This design comes from an exercise in tuning for small area, a short achievable clock period and few clock cycles on the open sky130 flow, not from production work.
No functional check of the RTL was part of any run shown here.
No activity file was given, so power comes from the tool's default toggle rates.

$ cat design/flow/flow/run.sh
#!/bin/bash
# The standard flow, with plain buffers (buf_1) on the ports, and timing
# repair asked to leave 24.5 ns of setup slack
bash standard.sh BUFFER_PORTS_ARGS="-buffer_cell sky130_fd_sc_hd__buf_1" SETUP_SLACK_MARGIN=24.5 finish > standard.log 2>&1
$ cat design/flow/standard.sh
#!/bin/bash
# synth_recipe.tcl (not shown) runs the flow's synth.tcl, then flattens the netlist and writes it again
# the make line also repeats each setting of config.mk as NAME=value (left out here)
make -C /OpenROAD-flow-scripts/flow DESIGN_CONFIG=/design/flow/config.mk WORK_HOME=/design/flow/orfs CLKGATE_MAP_FILE= SYNTH_SCRIPT=/design/flow/synth_recipe.tcl "${@:-finish}"
$ cat design/flow/config.mk
export PLATFORM = sky130hd
export DESIGN_NAME = control
export DESIGN_NICKNAME = control
export VERILOG_FILES = /design/flow/design.v
export SDC_FILE = /design/flow/constraint.sdc
export NUM_CORES = 8
export LEC_CHECK = 0
export CAP_MARGIN = 20
export CORE_MARGIN = 2
export CORE_UTILIZATION = 40
export SLEW_MARGIN = 20
$ cat design/flow/constraint.sdc
create_clock -name core_clock -period 32.0 [get_ports {i_clk}]
set_input_delay 6.4000 -clock core_clock [delete_from_list [all_inputs] [get_ports {i_clk}]]
set_output_delay 6.4000 -clock core_clock [all_outputs]
set_load 0.01 [all_outputs]
$ cat design/flow/design.v
`default_nettype none
module control #(
  parameter W = 16,
  parameter N = 3
) (
  input  wire                         i_clk,
  input  wire                         i_rst,
  input  wire                         i_en,
  input  wire                         i_mode,
  input  wire [    W * N * N - 1 : 0] i_A,
  input  wire [    W * N * N - 1 : 0] i_B,
  output wire [    W * N * N - 1 : 0] o_C,
  output wire                         o_done
);
  localparam [3:0] LAST = 4'd11;
  reg [3:0] cnt;
  reg       done;
  always @(posedge i_clk) begin
    if (i_rst | ~i_en) begin
      cnt  <= 4'd0;
      done <= 1'b0;
    end else begin
      if (cnt != LAST) cnt <= cnt + 4'd1;
      done <= (cnt >= LAST - 4'd1);
    end
  end
  assign o_done = done;
  reg mode;
  always @(posedge i_clk) mode <= i_mode;
  reg [15:0] a_op;
  reg [15:0] b_op0, b_op1, b_op2;
  always @(posedge i_clk) begin
    case (cnt)
      4'd0: a_op <= i_A[0*16 +: 16];
      4'd1: a_op <= i_A[1*16 +: 16];
      4'd2: a_op <= i_A[2*16 +: 16];
      4'd3: a_op <= i_A[3*16 +: 16];
      4'd4: a_op <= i_A[4*16 +: 16];
      4'd5: a_op <= i_A[5*16 +: 16];
      4'd6: a_op <= i_A[6*16 +: 16];
      4'd7: a_op <= i_A[7*16 +: 16];
      default: a_op <= i_A[8*16 +: 16];
    endcase
    if (cnt < 4'd3) begin
      b_op0 <= i_B[0*16 +: 16]; b_op1 <= i_B[1*16 +: 16]; b_op2 <= i_B[2*16 +: 16];
    end else if (cnt < 4'd6) begin
      b_op0 <= i_B[3*16 +: 16]; b_op1 <= i_B[4*16 +: 16]; b_op2 <= i_B[5*16 +: 16];
    end else begin
      b_op0 <= i_B[6*16 +: 16]; b_op1 <= i_B[7*16 +: 16]; b_op2 <= i_B[8*16 +: 16];
    end
  end
  reg clr;
  always @(posedge i_clk) clr <= (cnt <= 4'd2);
  wire [47:0] c0, c1, c2;
  mac_lane lane0(.clk(i_clk), .mode(mode), .clr(clr), .a(a_op), .b(b_op0), .r0(c0[32 +: 16]), .r1(c0[16 +: 16]), .r2(c0[0 +: 16]));
  mac_lane lane1(.clk(i_clk), .mode(mode), .clr(clr), .a(a_op), .b(b_op1), .r0(c1[32 +: 16]), .r1(c1[16 +: 16]), .r2(c1[0 +: 16]));
  mac_lane lane2(.clk(i_clk), .mode(mode), .clr(clr), .a(a_op), .b(b_op2), .r0(c2[32 +: 16]), .r1(c2[16 +: 16]), .r2(c2[0 +: 16]));
  assign o_C[0*16 +: 16] = c0[0 +: 16];
  assign o_C[1*16 +: 16] = c1[0 +: 16];
  assign o_C[2*16 +: 16] = c2[0 +: 16];
  assign o_C[3*16 +: 16] = c0[16 +: 16];
  assign o_C[4*16 +: 16] = c1[16 +: 16];
  assign o_C[5*16 +: 16] = c2[16 +: 16];
  assign o_C[6*16 +: 16] = c0[32 +: 16];
  assign o_C[7*16 +: 16] = c1[32 +: 16];
  assign o_C[8*16 +: 16] = c2[32 +: 16];
endmodule
module mac_lane (
  input  wire        clk,
  input  wire        mode,
  input  wire        clr,
  input  wire [15:0] a,
  input  wire [15:0] b,
  output reg  [15:0] r0,
  output reg  [15:0] r1,
  output reg  [15:0] r2
);
  wire [15:0] p;
  fmul u_mul(.mode(mode), .a(a), .b(b), .c(p));
  reg [15:0] p_q;
  always @(posedge clk) p_q <= p;
  wire [15:0] sum;
  fadd u_add(.mode(mode), .x(p_q), .y(r2), .c(sum));
  always @(posedge clk) begin
    r0 <= sum;
    r1 <= r0;
    r2 <= clr ? 16'h0000 : r1;
  end
endmodule
module fmul (
  input  wire        mode,
  input  wire [15:0] a,
  input  wire [15:0] b,
  output wire [15:0] c
);
  wire [6:0] ma7 = a[7] ? -a[6:0] : a[6:0];
  wire [6:0] mb7 = b[7] ? -b[6:0] : b[6:0];
  wire [10:0] x = mode ? {1'b1, a[9:0]} : {4'b0, ma7};
  wire [10:0] y = mode ? {1'b1, b[9:0]} : {4'b0, mb7};
  wire [21:0] p = x * y;
  wire [5:0] s = a[14:10] + b[14:10];
  wire ovf = s >= 6'd47;
  wire unf = s < 6'd15;
  wire [4:0] e = s[4:0] - 5'd15;
  wire [4:0] ex = p[21] ? e + 5'd1 : e;
  wire [9:0] mt = p[21] ? p[20:11] : p[19:10];
  wire sg = a[15] ^ b[15];
  wire zero = ~|a | ~|b;
  wire [15:0] fp = zero ? 16'h0000 : unf ? {sg, 15'b0} : ovf ? {sg, 5'b11111, 10'b0} : {sg, ex, mt};
  wire neg = a[7] ^ b[7];
  wire pz = (a[6:0] == 7'd0) | (b[6:0] == 7'd0);
  assign c = mode ? fp : {neg, neg & pz, p[13:0]};
endmodule
module fadd (
  input  wire        mode,
  input  wire [15:0] x,
  input  wire [15:0] y,
  output wire [15:0] c
);
  wire neg = x[15];
  wire [4:0] ex = x[14:10], ey = y[14:10];
  wire xz = (x[14:0] == 15'd0);
  wire yz = (y[14:0] == 15'd0);
  wire byp = xz | yz;
  wire sub = (x[15] ^ y[15]) & ~byp;
  wire xgt = x[14:0] > y[14:0];
  wire xbig = mode & ~xz & (yz | xgt);
  wire [4:0] dxy = ex - ey;
  wire [4:0] dyx = ey - ex;
  wire [4:0] eb = xbig ? ex : ey;
  wire [9:0] mb = xbig ? x[9:0] : y[9:0];
  wire sg = xbig ? x[15] : y[15];
  wire [10:0] alx = {~byp, x[9:0] & {10{~byp}}} >> dyx;
  wire [10:0] aly = {~byp, y[9:0] & {10{~byp}}} >> dxy;
  wire [10:0] al = xbig ? aly : alx;
  wire [15:0] opa = mode ? {5'd0, 1'b1, mb} : {y[15:10], mb};
  wire [15:0] opb = mode ? {5'd0, al ^ {11{sub}}} : {neg, neg, x[13:0] ^ {14{neg}}};
  wire [15:0] sum = opa + opb + {15'd0, mode ? sub : neg};
  wire [10:0] m = sum[10:0];
  reg [2:0] nz;
  always @(*) begin
    if (m[10:4] == 7'b0000001) nz = 3'd6;
    else if (m[10:5] == 6'b000001) nz = 3'd5;
    else if (m[10:6] == 5'b00001) nz = 3'd4;
    else if (m[10:7] == 4'b0001) nz = 3'd3;
    else if (m[10:8] == 3'b001) nz = 3'd2;
    else if (m[10:9] == 2'b01) nz = 3'd1;
    else nz = 3'd0;
  end
  wire [10:0] mn = m << nz;
  wire [14:0] r = sub ? {eb - {2'b0, nz}, mn[9:0]} :
                  sum[11] ? {eb + 5'd1, m[10:1]} : {eb, m[9:0]};
  assign c = mode ? {sg, r} : {sum[15] ^ x[14], sum[14:0]};
endmodule
`default_nettype wire
==> results of run 1 <==
timing repair:
action	CTS	global route
buffers inserted	53	17
endpoints found under the setup margin	125	85
hold endpoints to repair	0	0
gates resized for setup	207	63
cloned	2	0
pin swaps	4	5
placed cells by master (no fill, tap or decap), types with 93 or more instances in the layout:
cell / Yosys / final
inv_1: 434 / 433
nor2_1: 371 / 371
buf_1: 34 / 338
nand2_1: 328 / 327
ha_1: 326 / 324
fa_1: 258 / 255
a21oi_1: 218 / 216
dfxtp_1: 263 / 199
o21ai_0: 172 / 170
mux2i_1: 164 / 163
xnor2_1: 130 / 121
nand3_1: 118 / 117
buf_4: 1 / 111
xor2_1: 101 / 93
cell type report:
class                           count  area (sq um)
Inverter                          440          1660
Timing Repair Buffer              548          2690
Clock inverter                     17           216
Tap cell                         1080          1350
Sequential cell                   263          5480
Clock buffer                       39           911
Multi-Input combinational cell   3197         26100
Fill cell                        8262         44800
Antenna cell                        2          5.00
kinds of logic (layout without fill, tap and decap cells):
group                      count (synthesis)  after routing
and+or+nand+nor                         1276           1276
muxes                                    234            234
AOI/OAI and AO/OA                        870            871
buffers and inverters                    646           1044
DFF                                      263            263
xor gates and xnor gates                 231            232
adders and majority gates                584            584
other                                      0              2
sequential cells by signal (all words and copies together), names as in the netlist:
signal / flops
lane0.p_q: 16
lane1.p_q: 16
lane1.r2: 16
lane2.r0: 16
lane0.r2: 16
lane2.r2: 16
lane2.r1: 16
lane0.r0: 16
lane0.r1: 16
mode: 1
b_op0: 16
clr: 1
done: 1
lane1.r0: 16
lane1.r1: 16
lane2.p_q: 16
cnt: 4
b_op2: 16
b_op1: 16
a_op: 16
per-stage QoR:
stage / area [sq um] / hold WS, ps / setup WS (ps)
floorplan: 33400 / 382 / 24990
global placement: 36000 / 335 / 23420
detailed placement: 36000 / 338 / 23130
CTS: 38000 / 342 / 24500
global route: 38400 / 347 / 24430
finish: 38400 / 338 / 24520
metal layers:
metal  part of all wire (%)  GRT usage (%)  vias up
li1                       -              -    14971
met1                     43           34.5    14993
met2                     45           41.7     1223
met3                    7.0           4.55      201
met4                    4.7           12.0        0
met5                      0              0        -
worst paths after layout:
path / cells past startpoint / end / start
hold / removal: 0 / lane0.r1[13]$_DFF_P_ / lane0.r0[13]$_DFF_P_
setup / recovery: 1 / o_done / done$_SDFF_PP0_
hold reg to reg: 0 / lane0.r1[13]$_DFF_P_ / lane0.r0[13]$_DFF_P_
setup reg to reg: 21 / lane0.p_q[8]$_DFF_P_ / a_op[7]$_DFF_P_
power groups by stage:
| stage | combinational, W | clock [W] | sequential, W |
|---|---|---|---|
| floorplan | 0.00224 | 0 | 0.000527 |
| global placement | 0.00293 | 0 | 0.000556 |
| detailed placement | 0.00295 | 0 | 0.000556 |
| CTS | 0.00299 | 0.000412 | 0.000546 |
| global route | 0.00342 | 0.000422 | 0.000560 |
| finish | 0.00305 | 0.000399 | 0.000550 |
==> flow_summary_export.csv, run 1 <==
group,metric,value,unit
outcome,status,"finished clean",
sta,finalCritPeriodShare,23.4,%
place,place_congestion,0.954,
floorplanning,start_util,40.2,%
yosys,synthesis.instances,4104,
yosys,synth_xor_area_share,6.05,%
yosys,synth-seq-cells,263,
final_layout,drive_above_1_share,11.0,%
yosys,yosys-mux-area-fraction,7.75,%
yosys,synth_top_cell_by_area,"dfxtp_1",
setup_path,crit_arrival,1080,ps
sta,setup_violations,0,
sta,drv_slew,0,
routing,route.detailed.drc,0,
min_path,min-delay-path-class,"register to register",
yosys,synth_simple_gate_area_share,18.2,%
setup_path,cp-end-kind,"primary output",
clocking,cts_sinks,263,
clocking,ctsHtreeMaxLevel,2,
routing,vias_per_cell,5.62,
setup_path,crit_required,25600,ps
yosys,synthTopCellsByArea,"dfxtp_1, fa_1, ha_1, mux2i_1, inv_1",
pwr,clock_power_share,10.0,%
final_layout,syn_to_final_growth,14.8,%
yosys,ys_warn_count,3,
clocking,cts_buffers,34,
sta,clock.fmax,134,MHz
sta,min_period,7480,ps
clocking,tritoncts,"done",
floorplanning,io-pin-count,437,
clocking,worstSkewPairLatency,580,ps
yosys,async_reset_ff_share,0,%
final_layout,stdcell_count,5586,
setup_path,reg2reg_slack,24730,ps
global_route,grt.total_usage,26.2,%
sta,setup_tns,0,ps
global_route,grt_pass1_vias,30165,
sta,worst_slew_pin_slew,1080,ps
routing,drt_wl_total,115000,um
global_route,antenna_found_initial,2,
yosys,synth_commonest_cells,"inv_1, nor2_1, nand2_1, ha_1, dfxtp_1",
clocking,clockBufferDepth,3,
global_route,overflow,0,
routing,ant_nets,0,
pwr,ir_drop,0.0852,mV
yosys,synth_nets,4980,
setup_path,cpLargestDelayFamily,"flip-flops",
sta,relSlewSlack,27.4,%
yosys,yosysSeqAreaShare,15.7,%
setup_path,critPathKind,"register to primary output",
pwr,leakagePower,17.5,nW
yosys,synth_top_family_by_area,"adder cells",
yosys,yosysMostFrequentCell,"inv_1",
yosys,synth-edff-count,0,
final_layout,fin_util,46.1,%
yosys,synth_compound_area_share,17.2,%
clocking,root_buffer,"clkbuf_16",
routing,dr.pass1.iters,6,
pwr,p_int,0.00192,W
yosys,synth.distinct_cells,95,
job,drv.max_cap_violation_count,0,
floorplanning,die_w,293,um
setup_path,cp_max_fo,1,
routing,drt_iter0_markers,2637,
place,port_buffers,436,
pwr,fin_total_pwr,0.00400,W
setup_path,start_kind,"register",
clocking,ctsHoldBuffers,0,
floorplanning,die_h,293,um
sta,skew,25.2,ps
yosys,synth_ff_type,"dfxtp_1",
pwr,combPwrFrac,76.3,%
setup_path,path_cells,"buf_1",
place,placedCellCount,5456,
sta,timing_hold_violations_final,0,
global_route,grt_pass1_wl,175000,um
yosys,netlist_area,33400,sq um
floorplanning,num_rows,106,
final_layout,nNetsFinal,5360,
sta,rsz0062_at_grt,"true",
setup_path,max_stage_delay,350,ps
pwr,seqPwrFrac,13.8,%
global_route,grt_max_degree,87,
setup_path,path_buf_inv,1,
routing,routedWlPerCell,20.6,um
yosys,synth_top_area_share,15.7,%
yosys,synth_fa_ha_area_share,27.7,%
setup_path,crit_path_top_delay_cell,"dfxtp_1",
pwr,swShare,52.0,%
routing,vias,31388,
floorplanning,die-area,85900,sq um
pwr,p_sw,0.00208,W
pwr,p_per_area,104,nW/um^2
yosys,syn_avg_cell_area,8.15,sq um
clocking,path_clk_slew,60,ps
place,dpl.hpwl,90900,um
floorplanning,coreArea,83200,sq um
==> inputs of run 2 (changes only) <==
--- a/design/flow/config.mk
+++ b/design/flow/config.mk
@@ -5,7 +5,9 @@
 export SDC_FILE = /design/flow/constraint.sdc
 export NUM_CORES = 8
 export LEC_CHECK = 0
+export ABC_AREA = 1
 export CAP_MARGIN = 20
 export CORE_MARGIN = 2
-export CORE_UTILIZATION = 40
+export CORE_UTILIZATION = 65
+export PLACE_DENSITY = 0.75
 export SLEW_MARGIN = 20
==> flow_summary_export.csv, run 2 <==
group,metric,value,unit
yosys,syn_avg_cell_area,6.55,sq um
job,drv.max_cap_violation_count,0,
clocking,ctsHoldBuffers,0,
global_route,antenna_found_initial,0,
floorplanning,io-pin-count,437,
clocking,cts_sinks,263,
yosys,synth-seq-cells,263,
final_layout,drive_above_1_share,9.25,%
yosys,yosysMostFrequentCell,"nand2_1",
yosys,synth_xor_area_share,2.78,%
yosys,ys_warn_count,3,
pwr,leakagePower,20.2,nW
clocking,ctsHtreeMaxLevel,1,
setup_path,path_buf_inv,1,
final_layout,n_antenna_cell,0,
floorplanning,die_w,236,um
setup_path,max_stage_delay,400,ps
setup_path,crit_path_top_delay_cell,"dfxtp_4",
yosys,synth_top_cell_by_area,"nand2_1",
final_layout,fill_cells,4377,
sta,drv_slew,0,
clocking,clockBufferDepth,3,
sta,setup_tns,0,ps
yosys,synth_nets,6205,
sta,rsz0062_at_grt,"true",
final_layout,nNetsFinal,6583,
setup_path,critPathKind,"register to primary output",
yosys,synthTopCellsByArea,"nand2_1, dfxtp_1, fa_1, ha_1, inv_1",
yosys,netlist_area,34900,sq um
floorplanning,die-area,55500,sq um
sta,setup_violations,0,
sta,skew,17.5,ps
setup_path,crit_required,25600,ps
yosys,yosys-mux-area-fraction,0,%
floorplanning,num_rows,84,
pwr,p_per_area,105,nW/um^2
global_route,grt_pass1_vias,34904,
yosys,synth_simple_gate_area_share,31.5,%
sta,relSlewSlack,31.3,%
pwr,ir_drop,0.107,mV
yosys,synthesis.instances,5329,
clocking,cts_buffers,31,
routing,ant_nets,0,
global_route,grt.total_usage,40.3,%
setup_path,path_cells,"buf_6",
setup_path,cp_max_fo,4,
yosys,synth_fa_ha_area_share,26.5,%
clocking,path_clk_slew,60,ps
global_route,overflow,0,
place,place_congestion,1.03,
global_route,grt_max_degree,151,
floorplanning,die_h,236,um
pwr,fin_total_pwr,0.00413,W
setup_path,cpLargestDelayFamily,"flip-flops",
routing,drt_iter0_markers,3794,
place,dpl.hpwl,88900,um
sta,min_period,7520,ps
place,dp_slack,23780,ps
final_layout,syn_to_final_growth,12.1,%
routing,vias_per_cell,5.83,
clocking,root_buffer,"clkbuf_16",
sta,timing_hold_violations_final,0,
routing,route.detailed.drc,0,
routing,routedWlPerCell,18.1,um
yosys,synth_top_area_share,15.2,%
yosys,synth-edff-count,0,
sta,finalCritPeriodShare,23.5,%
clocking,worstSkewPairLatency,620,ps
yosys,yosysSeqAreaShare,15.1,%
outcome,status,"finished clean",
yosys,synth_commonest_cells,"nand2_1, inv_1, nand3_1, nor2_1, ha_1",
yosys,synth_top_family_by_area,"simple AND/OR/NAND/NOR gates",
yosys,async_reset_ff_share,0,%
setup_path,crit_arrival,1120,ps
global_route,grt_pass1_wl,181000,um
yosys,synth_ff_type,"dfxtp_1",
place,port_buffers,436,
sta,timing.final.ws_setup,24480,ps
final_layout,final_common_cell,"nand2_1",
setup_path,cp-end-kind,"primary output",
routing,vias,37459,
place,placedCellCount,6300,
min_path,min-delay-path-class,"register to register",
floorplanning,start_util,66.0,%
yosys,synth_compound_area_share,12.2,%
sta,clock.fmax,133,MHz
yosys,synth.distinct_cells,62,
setup_path,start_kind,"register",
routing,drt_wl_total,116000,um
routing,dr.pass1.iters,10,
final_layout,layout_common_cells,"nand2_1, inv_1, nand3_1, nor2_1, ha_1",
final_layout,stdcell_count,6420,
clocking,tritoncts,"done",
sta,worst_slew_pin_slew,1030,ps
floorplanning,coreArea,52900,sq um
run 2: metal layers:
metal / vias up / share of wire (%) / GRT usage (%) / wire length (um)
met1: 16945 / 39 / 52.4 / 45300
met5: - / 0 / 0 / 0
met3: 408 / 11 / 7.96 / 12800
met4: 0 / 6.4 / 21.3 / 7420
met2: 2291 / 44 / 63.5 / 50700
li1: 17815 / - / - / -
run 2: what timing repair did:
| action | CTS | global route |
|---|---|---|
| gates resized for setup | 281 | 80 |
| endpoints found under the setup margin | 177 | 117 |
| cloned | 2 | 2 |
| setup buffers | 47 | 11 |
run 2: final cells by class:
type	count	area (sq um)	area share, %
multi-input cells	3990	25600	65.4
well taps	688	861	2.20
flip-flops and latches	263	5500	14.1
inverters	905	3430	8.78
clock inverters	22	259	0.662
repair inverters	4	27.5	0.0704
clock buffers	36	815	2.08
repair buffers	512	2640	6.76
run 2: worst paths after layout:
kind	start	to	slack, ps	cells past startpoint
worst min-delay path	lane1.r0[8]$_DFF_P_	lane1.r1[8]$_DFF_P_	340	0
worst max-delay path	lane0.r2[9]$_SDFF_PP0_	o_C[9]	24480	1
worst max register to register	mode$_DFF_P_	lane0.p_q[14]$_DFF_P_	24660	28
worst min register to register	lane1.r0[8]$_DFF_P_	lane1.r1[8]$_DFF_P_	340	0
run 2: power breakdown:
part	leakage, nW	switching [W]	total (W)	internal, W
registers	2.24	0.0000974	0.000534	0.000437
logic	17.4	0.00212	0.00322	0.00109
clock network	0.527	0.000159	0.000376	0.000217
total	20.2	0.00238	0.00413	0.00175
run 2: per-stage QoR:
stage,hold slack [ps],area [sq um],util [%]
floorplan,382,34900,-
global placement,331,36800,69.6
detailed placement,336,36800,69.6
CTS,345,38800,73.4
global route,345,39100,74.0
finish,338,39100,74.0
run 2: kinds of logic after synthesis:
group	after synthesis
flops	263
compound gates	723
simple gates	2575
buf+inv	1076
xor+xnor	108
fa+ha+maj	584

==> static timing again, ports no longer ideal <==
The flow's constraints put no driver on any port. The routed layouts listed below were extracted and timed again, unchanged, in two steps.
Step 1 assumes that a clkbuf_16 drives the clock port and a buf_2 every other input.
Step 2, shift: input delay + t, output delay - t, t = (earliest + latest rising clock arrival at the registers) / 2. This alone moves slack from input paths to output paths.
a / b / c = ideal / step 1 / step 2; a / b = the first two.
| run | shift t [ns] | slack for setup (ns) | worst register clock-pin slew, ns |
|---|---|---|---|
| run 1 | 0.626 | 24.523 / 24.463 / 24.296 | 0.07 / 0.07 |
| run 2 | 0.673 | 24.477 / 24.414 / 24.586 | 0.07 / 0.07 |
After both steps setup and hold are still met in every run listed. The setup slack of run 1, which loses most, moves by -0.060 ns with the drivers and by -0.227 ns with both steps.
